Background: an optimization exercise with open tools, aiming at small area. Do not read the settings as production practice.
Function was checked by simulation only, so behaviour that the tests miss may differ from the original.
Power and IR drop assume default switching activity.

==> flow/run.sh <==
#!/bin/bash
# synth_recipe.tcl (not shown) runs the flow's synth.tcl, then flattens the netlist and writes it again
# the make line also repeats each setting of config.mk as NAME=value (left out here)
make -C /OpenROAD-flow-scripts/flow DESIGN_CONFIG=/design/flow/config.mk WORK_HOME=/design/flow/orfs CLKGATE_MAP_FILE= SYNTH_SCRIPT=/design/flow/synth_recipe.tcl finish
==> flow/config.mk <==
export PLATFORM = sky130hd
export DESIGN_NAME = main
export DESIGN_NICKNAME = main
export VERILOG_FILES = /design/flow/design.v
export SDC_FILE = /design/flow/constraint.sdc
export NUM_CORES = 4
export LEC_CHECK = 0
export CAP_MARGIN = 20
export CORE_MARGIN = 2
export CORE_UTILIZATION = 40
export SLEW_MARGIN = 20
==> flow/constraint.sdc <==
create_clock -name core_clock -period 20.0 [get_ports {clk}]
set_input_delay 4.0000 -clock core_clock [delete_from_list [all_inputs] [get_ports {clk}]]
set_output_delay 4.0000 -clock core_clock [all_outputs]
set_load 0.01 [all_outputs]
==> flow/design.v <==
`timescale 1ns / 1ps
module main
#(parameter div = 16)
( input rst, input clk,
  input [3:0] row,
  output [3:0] col,
  output rw_out, output rs_out, output e_out, output [7:0] db_out,
  output [6:0] leds
);
reg [6:0] c100;
reg [3:0] c16;
wire ktick = c100[6] & c100[5] & ~c100[2] & c100[1] & c100[0];    
wire t0 = c100[6] & c100[5] & c100[2];                            
wire ltick = (c16 == 4'd0) & ~t0;
always @(posedge clk, posedge rst)
	if (rst) begin
		c100 <= 7'h7f;
		c16 <= 4'd0;
	end else begin
		c100 <= ktick ? 7'd0 : c100 + 7'd1;
		c16 <= c16 + 4'd1;
	end
reg [3:0] p;
reg [4:0] c25;
reg blink;
wire fresh = c25[4] & c25[3] & c25[0];                           
wire c25wrap = c25[4] & c25[3] & ~c25[0];                        
wire c25is23 = c25[4] & ~c25[3] & c25[2] & c25[1] & c25[0];
always @(posedge clk, posedge rst)
	if (rst) begin
		p <= 4'd0;
		c25 <= 5'h1f;
		blink <= 1'b0;
	end else if (ktick) begin
		p <= p + 4'd1;
		c25 <= c25wrap ? 5'd0 : c25 + 5'd1;
		if (p[0] & c25is23)
			blink <= ~blink;
	end
reg [4:0] ck, key;
reg [4:0] samp;
always @* begin
	samp = ck;
	case (p)
	4'd1, 4'd9:
		case (row)
		4'b0111: samp = 1;
		4'b1011: samp = 4;
		4'b1101: samp = 7;
		4'b1110: samp = 0;
		endcase
	4'd3:
		case (row)
		4'b0111: samp = 2;
		4'b1011: samp = 5;
		4'b1101: samp = 8;
		4'b1110: samp = 15;
		endcase
	4'd5:
		case (row)
		4'b0111: samp = 3;
		4'b1011: samp = 6;
		4'b1101: samp = 9;
		4'b1110: samp = 14;
		endcase
	4'd7:
		case (row)
		4'b0111: samp = 10;
		4'b1011: samp = 11;
		4'b1101: samp = 12;
		4'b1110: samp = 13;
		endcase
	4'd8: samp = 16;
	default: ;
	endcase
end
always @(posedge clk, posedge rst)
	if (rst) begin
		ck <= 16;
		key <= 16;
	end else if (ktick) begin
		ck <= samp;
		if (p == 4'd8)
			key <= ck;
	end
assign col = fresh ? 4'b1111 :
             (p == 4'd1 || p == 4'd2) ? 4'b0111 :
             (p == 4'd3 || p == 4'd4) ? 4'b1011 :
             (p == 4'd5 || p == 4'd6) ? 4'b1101 : 4'b1110;
reg [1:0] ST;
reg [2:0] ST_L;
reg [1:0] index;
reg half;
wire key_none = (key == 16);
wire key_digit = (key <= 5'd9);
wire comp = (p == 4'd9) & half;
always @(posedge clk, posedge rst)
	if (rst) begin
		ST <= 2'd0;
		ST_L <= 3'd0;
		index <= 2'd0;
		half <= 1'b0;
	end else if (ktick) begin
		if ((ST == 2'd3 || ST == 2'd1) && p == 4'd9)
			half <= ~half;
		case (ST)
		2'd3:
			if (comp && key_none) ST <= 2'd0;
		2'd0:
			if (key == 10) begin
				ST <= 2'd3;
				ST_L <= (ST_L == 3'd0) ? 3'd1 : 3'd0;
				index <= 2'd0;
			end else if (key_digit) begin
				ST <= 2'd3;
				index <= index + 2'd1;
			end else if (!key_none) begin
				ST <= 2'd1;
				index <= 2'd0;
				case (key)
				11: ST_L <= 3'd0;
				12: ST_L <= 3'd1;
				13: ST_L <= 3'd4;
				14: ST_L <= 3'd3;
				15: ST_L <= 3'd2;
				default: ;
				endcase
			end
		2'd1:
			if (comp && key_none) ST <= 2'd2;
		2'd2:
			if (key_none) begin
				ST <= 2'd0;
				ST_L <= 3'd0;
			end
		endcase
	end
assign leds = {5'd0, (ST == 2'd0) && (ST_L != 3'd0), ST == 2'd0};
reg [15:0] A, B;         
reg carry;
wire obl = (ST == 2'd2);
wire ph1 = obl & (c100[6:4] == 3'b001);
wire ph2 = obl & (c100[6:4] == 3'b010);
wire [3:0] k = c100[3:0];
wire sub = (ST_L == 3'd1);
wire a = A[0];
wire b = B[0];
wire bb = b ^ sub;
wire sum = a ^ bb ^ carry;
reg rop;
always @*
	case (ST_L)
	3'd0, 3'd1: rop = sum;
	3'd2: rop = a ^ b;
	3'd3: rop = a | b;
	3'd4: rop = a & b;
	default: rop = 1'b0;
	endcase
wire r = rop & ~(k[3] & k[2] & k[1]);
function [3:0] sub3;     
	input [3:0] d;
	input en;
	sub3 = (en && d[3]) ? d - 4'd3 : d;
endfunction
function [3:0] add3;     
	input [3:0] d;
	add3 = (d >= 4'd5) ? d + 4'd3 : d;
endfunction
wire [15:0] Ash = {1'b0, A[15:1]};
wire [15:0] A1n = {Ash[15:12], sub3(Ash[11:8], 1'b1), sub3(Ash[7:4], 1'b1), sub3(Ash[3:0], 1'b1)};
wire [15:0] Bsh = {r, B[15:1]};
wire [15:0] B1n = {Bsh[15:12], sub3(Bsh[11:8], k[3:2] == 2'b00), sub3(Bsh[7:4], ~k[3]),
                   sub3(Bsh[3:0], ~(k[3] & k[2]))};
wire [15:0] Ac = {add3(A[15:12]), add3(A[11:8]), add3(A[7:4]), add3(A[3:0])};
wire [15:0] A2n = {Ac[14:0], B[15]};
wire [15:0] B2n = {B[14:0], 1'b0};
wire wr = ktick && ST == 2'd0 && key_digit && ST_L[2:1] == 2'b00;
wire wrA = wr & ~ST_L[0];
wire wrB = wr & ST_L[0];
always @(posedge clk, posedge rst)
	if (rst) begin
		A <= 16'd0;
		B <= 16'd0;
	end else if (ph1) begin
		A <= A1n;
		B <= B1n;
	end else if (ph2) begin
		A <= A2n;
		B <= B2n;
	end else begin
		if (wrA)
			case (index)
			2'd0: A[15:12] <= key[3:0];
			2'd1: A[11:8] <= key[3:0];
			2'd2: A[7:4] <= key[3:0];
			2'd3: A[3:0] <= key[3:0];
			endcase
		if (wrB)
			case (index)
			2'd0: B[15:12] <= key[3:0];
			2'd1: B[11:8] <= key[3:0];
			2'd2: B[7:4] <= key[3:0];
			2'd3: B[3:0] <= key[3:0];
			endcase
	end
always @(posedge clk)
	carry <= ph1 ? ((a & bb) | (a & carry) | (bb & carry)) : sub;
reg [1:0] g;
reg [2:0] s;
reg [1:0] jj;
wire s_last = s[2] & ~s[1];
wire g_end = s_last & (jj == 2'd0);
always @(posedge clk, posedge rst)
	if (rst) begin
		g <= 2'd0;
		s <= 3'b000;
		jj <= 2'd0;
	end else if (ltick) begin
		if (g_end) begin
			s <= 3'b000;
			g <= (g == 2'd1) ? 2'd2 : 2'd1;
			jj <= (g == 2'd1) ? 2'd0 : 2'd1;
		end else if (s_last) begin
			s <= 3'b001;
			jj <= jj - 2'd1;
		end else begin
			s <= {s[1:0], ~s[2]};
			if (s == 3'b000)
				jj <= jj - 2'd1;
		end
	end
assign e_out = s[1] & s[0];
assign rw_out = 1'b0;
assign rs_out = (g == 2'd2) & ~g_end;
reg [7:0] init_out, op_out, mux_out;
wire [15:0] N = ST_L[0] ? B : A;
reg [3:0] num;
always @*
	case (jj)
	2'd0: num = N[3:0];
	2'd1: num = N[7:4];
	2'd2: num = N[11:8];
	2'd3: num = N[15:12];
	endcase
always @*
	case (jj)
	2'd0: init_out = 8'h01;
	2'd1: init_out = 8'h0e;
	2'd2: init_out = 8'h06;
	2'd3: init_out = 8'h38;
	endcase
always @*
	case (ST_L)
	3'd0: op_out = (jj == 2'd2) ? 8'h41 : (jj == 2'd3) ? 8'h20 : 8'h44;
	3'd1: op_out = (jj == 2'd2) ? 8'h53 : (jj == 2'd1) ? 8'h55 :
	                  (jj == 2'd0) ? 8'h42 : 8'h20;
	3'd4: op_out = (jj == 2'd2) ? 8'h41 : (jj == 2'd1) ? 8'h4e :
	                  (jj == 2'd0) ? 8'h44 : 8'h20;
	3'd3:  op_out = (jj == 2'd1) ? 8'h4f : (jj == 2'd0) ? 8'h52 : 8'h20;
	3'd2: op_out = (jj == 2'd2) ? 8'h58 : (jj == 2'd1) ? 8'h4f :
	                  (jj == 2'd0) ? 8'h52 : 8'h20;
	default: op_out = 8'h20;
	endcase
always @*
	case (ST)
	2'd0: mux_out = (jj == ~index && blink) ? 8'h20 : {4'h3, num};
	2'd1: mux_out = op_out;
	default: mux_out = 8'h20;
	endcase
assign db_out = (g == 2'd1) ? 8'hcc : (g == 2'd0) ? init_out : mux_out;
endmodule
==> impl_metrics.tcl, run 1 <==
set metrics [dict create \
    synthArstFlopShare_pct 98.7 \
    tns_ps 0 \
    worst_hold_slack_ps 475 \
    drv_slew 0 \
    ff_latch_area_um2 1990 \
    status "timing/DRC/antenna clean" \
    vdd_drop_max_v 0.0000365 \
    start_util_pct 41.1 \
    ys_types 74 \
    worst_pin_slew_ps 1120 \
    power.density_nw_per_um2 52.0 \
    criticalPathCategory "register to output pin" \
    final_core_util_pct 45.0 \
    instances_no_fill 860 \
    setup-violations-final 0 \
    io_pins 28 \
    hp-start "ck[4]" \
    post_drt_wl_per_cell_um 18.8 \
    synth_area_um2 6020 \
    portBuffers 21 \
    routed_wl_mm 16.2 \
    cts_setup_buffers 0 \
    drtIter0Drc 498 \
    worstSetupStartpointType "register" \
    slowest_delay_ps 590 \
    rows 44 \
    cts-hold-fix-buffers 0 \
    cts.sinks 79 \
    fillers 1422 \
    layout_min_cycle_time_ps 6970 \
    cts_root_buf "clkbuf_16" \
    area_growth_pct 9.54 \
    finalCritPeriodShare_pct 34.8 \
    ys_ff_latch 79 \
    max-slew-margin-rel_pct 25.3 \
    drc 0 \
    crit_slowest_cell "clkdlybuf4s50_1" \
    synthFlopType "dfrtp_1" \
    cap_violations 0 \
    cp_cell_sequence "inv_1, ha_1, a21oi_1, a221o_1, o21ai_0, a22oi_1, o32ai_1, clkdlybuf4s50_1" \
    multi_input_area_um2 3720 \
    critPathTopFamily "compound AO/OA/AOI/OAI gates" \
    finalHoldViolCount 0 \
    synth_largest_area_cell "dfrtp_1" \
    hold_path.class "register to register" \
    grt_pass1_wl_mm 26.4 \
    die_w_um 127 \
    cts_resized 0 \
    critPathBufInv 2 \
    hpwlAfterDp_mm 11.2 \
    overflow 0 \
    drive_above_1_share_pct 12.1 \
    die_area_um2 16000 \
    yosysSeqAreaShare_pct 33.0 \
    rsz0062_at_grt "false" \
    netlist_instances 678 \
    startpoint "jj[1]" \
    cts_buffers 9 \
    clk_pin_slew_ps 70 \
    path_max_fanout 14 \
    synth_edf_count 0 \
    finClkSkew_ps 9.00 \
    yosysMostFrequentCell "dfrtp_1" \
    post-place-ws_ps 13450 \
    vias 5188 \
    max_freq_ghz 0.143 \
    ys_warn_count 1 \
    crit_required_ps 16000 \
    avgSynthCellArea_um2 8.88 \
    p_leak_uw 0.00278 \
    synth_top_area_share_pct 26.6 \
    antenna_left 0 \
    placed_cells 844 \
    worstSetupEndpointType "output pin" \
    viasPerCell 6.03 \
    layout_setup_ws_ps 13030 \
    antenna_found_initial 0 \
    clk_latency_ps 350 \
    drt_first_pass_iters 7 \
    synth_common_cells "dfrtp_1, nand2_1, a21oi_1, o21ai_0, nor2_1" \
    clock_path_buffers 2 \
    fin_nets 715 \
    critPathArrivalTime_ps 2970 \
    grt_start_max_net_pins 79 \
    cts_tree "built" \
    routabilityCongestion 0.879 \
    core_um2 14600 \
    die_h_um 127 \
    diodes 0 \
    cts_max_level 3 \
    synthTopCellsByArea "dfrtp_1, ha_1, dfstp_2" \
    grtUsageTotal_pct 20.7 \
    grt_pass1_vias 4827 \
    reg2reg_from "ST_L[0]" \
]
## tightest hold or removal path, stage by stage (launching register included)
cell and delay, ps:
dfstp_2 370, inv_1 40, mux2i_1 60
## layout make-up
cell class              instances  share of cell area, %
inverters                      31                   1.78
multi-input cells             527                   56.4
well taps                     184                   3.49
clock buffers                   9                   3.42
clock inverters                 7                   1.31
flip-flops and latches         79                   30.2
repair buffers                 23                   3.47
## flip-flops by register name, indices dropped and copies added (netlist names), 3 cells and up
signal  flops
c100        7
ST_L        3
s           3
p           4
B          16
ck          5
A          16
c25         5
key         5
c16         4
## power breakdown
group	internal, uW	switching (uW)	total, uW
combinational	2.05	5.48	7.53
sequential	160	0	160
clock	99.8	75.7	176
total	262	81.2	343
## metrics by stage
step           instance area (um^2)  total power (uW)
5_1_grt                        6590               356
4_1_cts                        6590               347
6_report                       6590               343
3_5_place_dp                   6280               170
3_3_place_gp                   6280               170
2_1_floorplan                  6040               169
## logic make-up (layout without fill, tap and decap cells)
| family | Yosys count | after routing | share of synthesized area [%] |
|---|---|---|---|
| compound gates | 201 | 201 | 22.5 |
| simple gates | 199 | 199 | 16.9 |
| flops | 79 | 79 | 33.0 |
| buf+inv | 77 | 70 | 5.53 |
| mux | 46 | 46 | 8.54 |
| fa+ha+maj | 38 | 38 | 8.02 |
| xor+xnor | 37 | 37 | 5.38 |
| other cells | 1 | 6 | 0.0623 |
## final timing paths
path / to / cells after the start / slack (ps)
worst min-delay path: ck[4] / 2 / 470
min in group asynchronous: c16[0] / 3 / 4190
worst max register to register: B[15] / 8 / 17120
worst max-delay path: db_out[2] / 8 / 13030
max in group asynchronous: B[7] / 3 / 15300
worst min register to register: ck[4] / 2 / 470
## layout by cell type (no fill, tap or decap), types with 4 or more instances in the layout
master,count
a21o_1,4
a22oi_1,12
mux2i_1,12
ha_1,37
mux2_2,32
a41oi_2,4
dfstp_2,14
nand4_1,7
and3_1,5
o22ai_1,16
nand2_1,60
nor3_1,8
a31oi_1,8
a21oi_1,48
nand2b_1,13
clkdlybuf4s50_1,21
xnor2_1,19
and2_1,10
o221ai_1,4
a211oi_1,7
clkbuf_16,9
nor3b_1,6
nor2_1,39
o21ai_0,43
nand4b_1,4
o31ai_1,8
inv_1,30
xor2_1,18
dfrtp_1,64
nand3_1,14
conb_1,6
nor2b_1,14
## layer usage
layer	GRT usage, %	routed length (um)	share of wire (%)	vias to the layer above
li1	-	-	-	2443
met1	28.4	7400	46	2545
met2	32.5	7500	46	166
met3	4.56	840	5.2	34
met4	6.98	436	2.7	0
met5	0	0	0	-
==> run 2, diff against run 1 <==
--- a/flow/design.v
+++ b/flow/design.v
@@ -137,13 +137,19 @@
 	end
 assign leds = {5'd0, (ST == 2'd0) && (ST_L != 3'd0), ST == 2'd0};
-reg [15:0] A, B;         
+reg [15:0] X, Y;         
 reg carry;
+reg pend;
 wire obl = (ST == 2'd2);
-wire ph1 = obl & (c100[6:4] == 3'b001);
-wire ph2 = obl & (c100[6:4] == 3'b010);
+wire win1 = (c100[6:4] == 3'b001);
+wire win2 = (c100[6:4] == 3'b010);
+wire ph1 = obl & win1;
+wire ph2 = obl & win2;
 wire [3:0] k = c100[3:0];
+wire rot = pend & win1;
+wire rot_wr = rot & key_digit;
+wire rot_sw = rot & ~key_digit;
 wire sub = (ST_L == 3'd1);
-wire a = A[0];
-wire b = B[0];
+wire a = X[0];
+wire b = Y[0];
 wire bb = b ^ sub;
 wire sum = a ^ bb ^ carry;
@@ -158,52 +164,48 @@
 	endcase
 wire r = rop & ~(k[3] & k[2] & k[1]);
-function [3:0] sub3;     
+function [3:0] half4;
+	input in;
+	input [2:0] x;
+	input en;
+	half4 = (in & en) ? {x[2] | (x[1] & x[0]), ~(x[2] | (x[1] & x[0])), x[1] ^ x[0], ~x[0]}
+	                  : {in, x};
+endfunction
+function [3:0] dbl4;
 	input [3:0] d;
-	input en;
-	sub3 = (en && d[3]) ? d - 4'd3 : d;
+	input in;
+	dbl4 = {(d >= 4'd5) ? d[2:0] - 3'd5 : d[2:0], in};
 endfunction
-function [3:0] add3;     
-	input [3:0] d;
-	add3 = (d >= 4'd5) ? d + 4'd3 : d;
-endfunction
-wire [15:0] Ash = {1'b0, A[15:1]};
-wire [15:0] A1n = {Ash[15:12], sub3(Ash[11:8], 1'b1), sub3(Ash[7:4], 1'b1), sub3(Ash[3:0], 1'b1)};
-wire [15:0] Bsh = {r, B[15:1]};
-wire [15:0] B1n = {Bsh[15:12], sub3(Bsh[11:8], k[3:2] == 2'b00), sub3(Bsh[7:4], ~k[3]),
-                   sub3(Bsh[3:0], ~(k[3] & k[2]))};
-wire [15:0] Ac = {add3(A[15:12]), add3(A[11:8]), add3(A[7:4]), add3(A[3:0])};
-wire [15:0] A2n = {Ac[14:0], B[15]};
-wire [15:0] B2n = {B[14:0], 1'b0};
-wire wr = ktick && ST == 2'd0 && key_digit && ST_L[2:1] == 2'b00;
-wire wrA = wr & ~ST_L[0];
-wire wrB = wr & ST_L[0];
-always @(posedge clk, posedge rst)
-	if (rst) begin
-		A <= 16'd0;
-		B <= 16'd0;
-	end else if (ph1) begin
-		A <= A1n;
-		B <= B1n;
-	end else if (ph2) begin
-		A <= A2n;
-		B <= B2n;
+wire [1:0] q = {index[1] ^ index[0], index[0]};
+wire ins = (k[3:2] == q) ? key[k[1:0]] : X[0];
+wire xtop = ph1 ? 1'b0 : rot_sw ? Y[0] : ins;
+wire ytop = ph1 ? r : X[0];
+wire [15:0] Xr = {xtop, X[15:13], half4(X[12], X[11:9], ph1), half4(X[8], X[7:5], ph1),
+                  half4(X[4], X[3:1], ph1)};
+wire [15:0] Yr = {ytop, Y[15:13], half4(Y[12], Y[11:9], ph1 & (k[3:2] == 2'b00)),
+                  half4(Y[8], Y[7:5], ph1 & ~k[3]), half4(Y[4], Y[3:1], ph1 & ~(k[3] & k[2]))};
+wire [15:0] Xl = {dbl4(X[15:12], X[11] | X[10] & (X[9] | X[8])), dbl4(X[11:8], X[7] | X[6] & (X[5] | X[4])),
+                  dbl4(X[7:4], X[3] | X[2] & (X[1] | X[0])), dbl4(X[3:0], Y[15])};
+wire [15:0] Yl = {Y[14:0], 1'b0};
+always @(posedge clk, posedge rst)
+	if (rst) begin
+		X <= 16'd0;
+		Y <= 16'd0;
 	end else begin
-		if (wrA)
-			case (index)
-			2'd0: A[15:12] <= key[3:0];
-			2'd1: A[11:8] <= key[3:0];
-			2'd2: A[7:4] <= key[3:0];
-			2'd3: A[3:0] <= key[3:0];
-			endcase
-		if (wrB)
-			case (index)
-			2'd0: B[15:12] <= key[3:0];
-			2'd1: B[11:8] <= key[3:0];
-			2'd2: B[7:4] <= key[3:0];
-			2'd3: B[3:0] <= key[3:0];
-			endcase
+		if (ph1 | rot)
+			X <= Xr;
+		else if (ph2)
+			X <= Xl;
+		if (ph1 | rot_sw)
+			Y <= Yr;
+		else if (ph2)
+			Y <= Yl;
 	end
 always @(posedge clk)
 	carry <= ph1 ? ((a & bb) | (a & carry) | (bb & carry)) : sub;
+always @(posedge clk, posedge rst)
+	if (rst)
+		pend <= 1'b0;
+	else if (ktick)
+		pend <= (ST == 2'd0) & (key_digit | key == 10 | (~key_none & ST_L[0]));
 reg [1:0] g;
 reg [2:0] s;
@@ -234,5 +236,5 @@
 assign rs_out = (g == 2'd2) & ~g_end;
 reg [7:0] init_out, op_out, mux_out;
-wire [15:0] N = ST_L[0] ? B : A;
+wire [15:0] N = X;
 reg [3:0] num;
 always @*
==> run 2 against run 1 <==
Critical endpoint is now db_out[1]. Worst hold slack worse by 8.6 ps. Largest cell class unchanged. Sequential share of layout area rose by 2.2 points. Combinational power increased by 3%. Critical path type unchanged. Design area down 5.5%. Non-clock buffer count increased by 2. Via count shrank 10%.
==> impl_metrics.tcl, run 2 <==
set metrics [dict create \
    portBuffers 21 \
    synthFlopType "dfrtp_1" \
    critPathArrivalTime_ps 2770 \
    r2r_slack_ps 17220 \
    synth_largest_area_cell "dfrtp_1" \
    diodes 0 \
    multi_input_area_um2 3290 \
    ys_warn_count 1 \
    crit_required_ps 16000 \
    switching_share_pct 20.4 \
    core_um2 13800 \
    cts-hold-fix-buffers 0 \
    fillers 1350 \
    grt_pass1_vias 4470 \
    rsz0062_at_grt "false" \
    finClkSkew_ps 9.28 \
    cts_max_level 3 \
    status "timing/DRC/antenna clean" \
    seq_power_share_pct 46.0 \
    max_freq_ghz 0.148 \
    hpwlAfterDp_mm 9.02 \
    p_leak_uw 0.00274 \
    clock_path_buffers 2 \
    antenna_left 0 \
    drt_first_pass_iters 7 \
    finalHoldViolCount 0 \
    worstSetupEndpointType "output pin" \
    timing.rr.end "Y[11]" \
    worst_pin_slew_ps 805 \
    cts_resized 0 \
    synth_area_um2 5640 \
    ff_latch_area_um2 2010 \
    ys_ff_latch 80 \
    path_max_fanout 18 \
    tns_ps 0 \
    p_comb_share_pct 2.2 \
    vias 4655 \
    finalCritPeriodShare_pct 33.9 \
    criticalPathCategory "register to output pin" \
    hold_path.class "register to register" \
    startpoint "jj[0]" \
    layout_min_cycle_time_ps 6770 \
    synth_common_cells "dfrtp_1, nand2_1, o21ai_0, nor2_1, a21oi_1" \
    io_pins 28 \
    final_core_util_pct 45.1 \
    overflow 0 \
    drv_slew 0 \
    synth_top_area_share_pct 28.8 \
    yosysMostFrequentCell "dfrtp_1" \
    start_util_pct 40.8 \
    layout_setup_ws_ps 13230 \
    layout_commonest_cell "dfrtp_1" \
    antenna_found_initial 0 \
    yosysSeqAreaShare_pct 35.7 \
    synthTopCellsByArea "dfrtp_1, ha_1, dfstp_2" \
    worstSetupStartpointType "register" \
    final_cell_mix "dfrtp_1, nand2_1, o21ai_0" \
    grt_pass1_wl_mm 22.4 \
    netlist_instances 637 \
    synth_edf_count 0 \
    cts.sinks 80 \
    clk_latency_ps 350 \
    cts_tree "built" \
    drive_above_1_share_pct 10.7 \
    max-slew-margin-rel_pct 46.2 \
    vdd_drop_max_v 0.0000364 \
    drc 0 \
    avgSynthCellArea_um2 8.85 \
    clk_pin_slew_ps 60 \
    ys_types 73 \
    post-place-ws_ps 13610 \
    cap_violations 0 \
    drtIter0Drc 462 \
    grtUsageTotal_pct 18.7 \
    power.density_nw_per_um2 56.5 \
    die_h_um 123 \
    post_drt_wl_per_cell_um 16.0 \
    cts_setup_buffers 0 \
    worstHoldEndpoint "ck[4]" \
    synthArstFlopShare_pct 98.8 \
    routed_wl_mm 13.0 \
    reg_top3 "X x16, Y x16, c100 x7" \
    rows 43 \
    setup-violations-final 0 \
    die_w_um 123 \
    switchingPower_uw 71.8 \
    routabilityCongestion 0.890 \
    fin_nets 671 \
    viasPerCell 5.70 \
    grt_start_max_net_pins 80 \
    power.internal_uw 280 \
    reg2reg_from "ST[1]" \
    area_growth_pct 10.5 \
    die_area_um2 15100 \
    r2r.worst_path.cells 5 \
    cts_buffers 9 \
    clockPowerShare_pct 51.8 \
    cts_root_buf "clkbuf_16" \
    hp-start "ck[4]" \
    whs_path_depth 2 \
]
==> run 2: critical path, stage by stage, from the launching register on <==
cell	delay, ps
dfrtp_1	450
inv_1	160
ha_1	520
o21ba_2	220
a2bb2oi_1	70
o22ai_1	150
a22oi_1	120
a21oi_1	190
clkdlybuf4s50_1	550
==> run 2: cell type report <==
class,instances,share of cell area (%)
Clock buffer,13,4.18
Clock inverter,3,1.04
Multi-Input combinational cell,480,52.8
Inverter,35,2.13
Sequential cell,80,32.3
Tap cell,180,3.61
Timing Repair Buffer,25,3.92
==> run 2: power groups by stage <==
| stage | Sequential [uW] | Combinational [uW] | Clock [uW] |
|---|---|---|---|
| 6_report | 162 | 7.72 | 182 |
| 5_1_grt | 162 | 8.99 | 193 |
| 4_1_cts | 162 | 7.95 | 186 |
| 3_5_place_dp | 165 | 7.95 | 0 |
| 3_3_place_gp | 165 | 8.00 | 0 |
| 2_1_floorplan | 165 | 6.26 | 0 |
==> run 2: how the worst max path moves through the flow <==
stage / endpoint / cells past startpoint / slack, ps
floorplan: ST[0] / 1 / 14000
global placement: db_out[1] / 8 / 13690
detailed placement: db_out[1] / 8 / 13610
CTS: db_out[1] / 8 / 13230
global route: db_out[2] / 8 / 13000
finish: db_out[1] / 8 / 13230
==> run 2: metrics by stage <==
step                power, uW  hold WS, ps  instance area, um^2  cells
floorplan                 171          441                 5660    642
global placement          173          455                 5900    800
detailed placement        173          460                 5900    800
CTS                       356          471                 6230    816
global route              364          486                 6230    816
finish                    352          466                 6230    816
==> run 2: logic make-up after synthesis <==
kind of cell | synth area share, %
buffers and inverters | 6.39
adders and majority gates | 7.68
other | 0.0665
AOI/OAI and AO/OA | 20.5
muxes | 7.74
and+or+nand+nor | 17.8
xor gates and xnor gates | 4.19
DFF | 35.7
==> run 2: routing by layer <==
layer,GRT usage (%),vias to the layer above,wire length [um]
li1,-,2280,-
met1,25.5,2256,6190
met2,29.8,106,6130
met3,3.95,13,541
met4,5.46,0,155
met5,0,-,0

## static timing again, ports no longer ideal
The results above use ideal ports. As a check the final layouts listed here were re-extracted and re-timed, cells and wires unchanged. Step 1, drivers: a clkbuf_16 drives clk and a buf_2 each remaining input, both assumed. Step 2 also shifts input and output timing later by t, the mid clock arrival at the registers, as if the neighbouring blocks saw the same clock. a / b / c = ideal / step 1 / step 2; a / b = the first two.
run	t, ns	slack for setup (ns)	worst data-port slew with drivers (ns)
run 1	0.390	13.030 / 12.989 / 13.379	0.03
run 2	0.381	13.230 / 13.191 / 13.572	0.03
After both steps setup and hold are still met in every run listed.
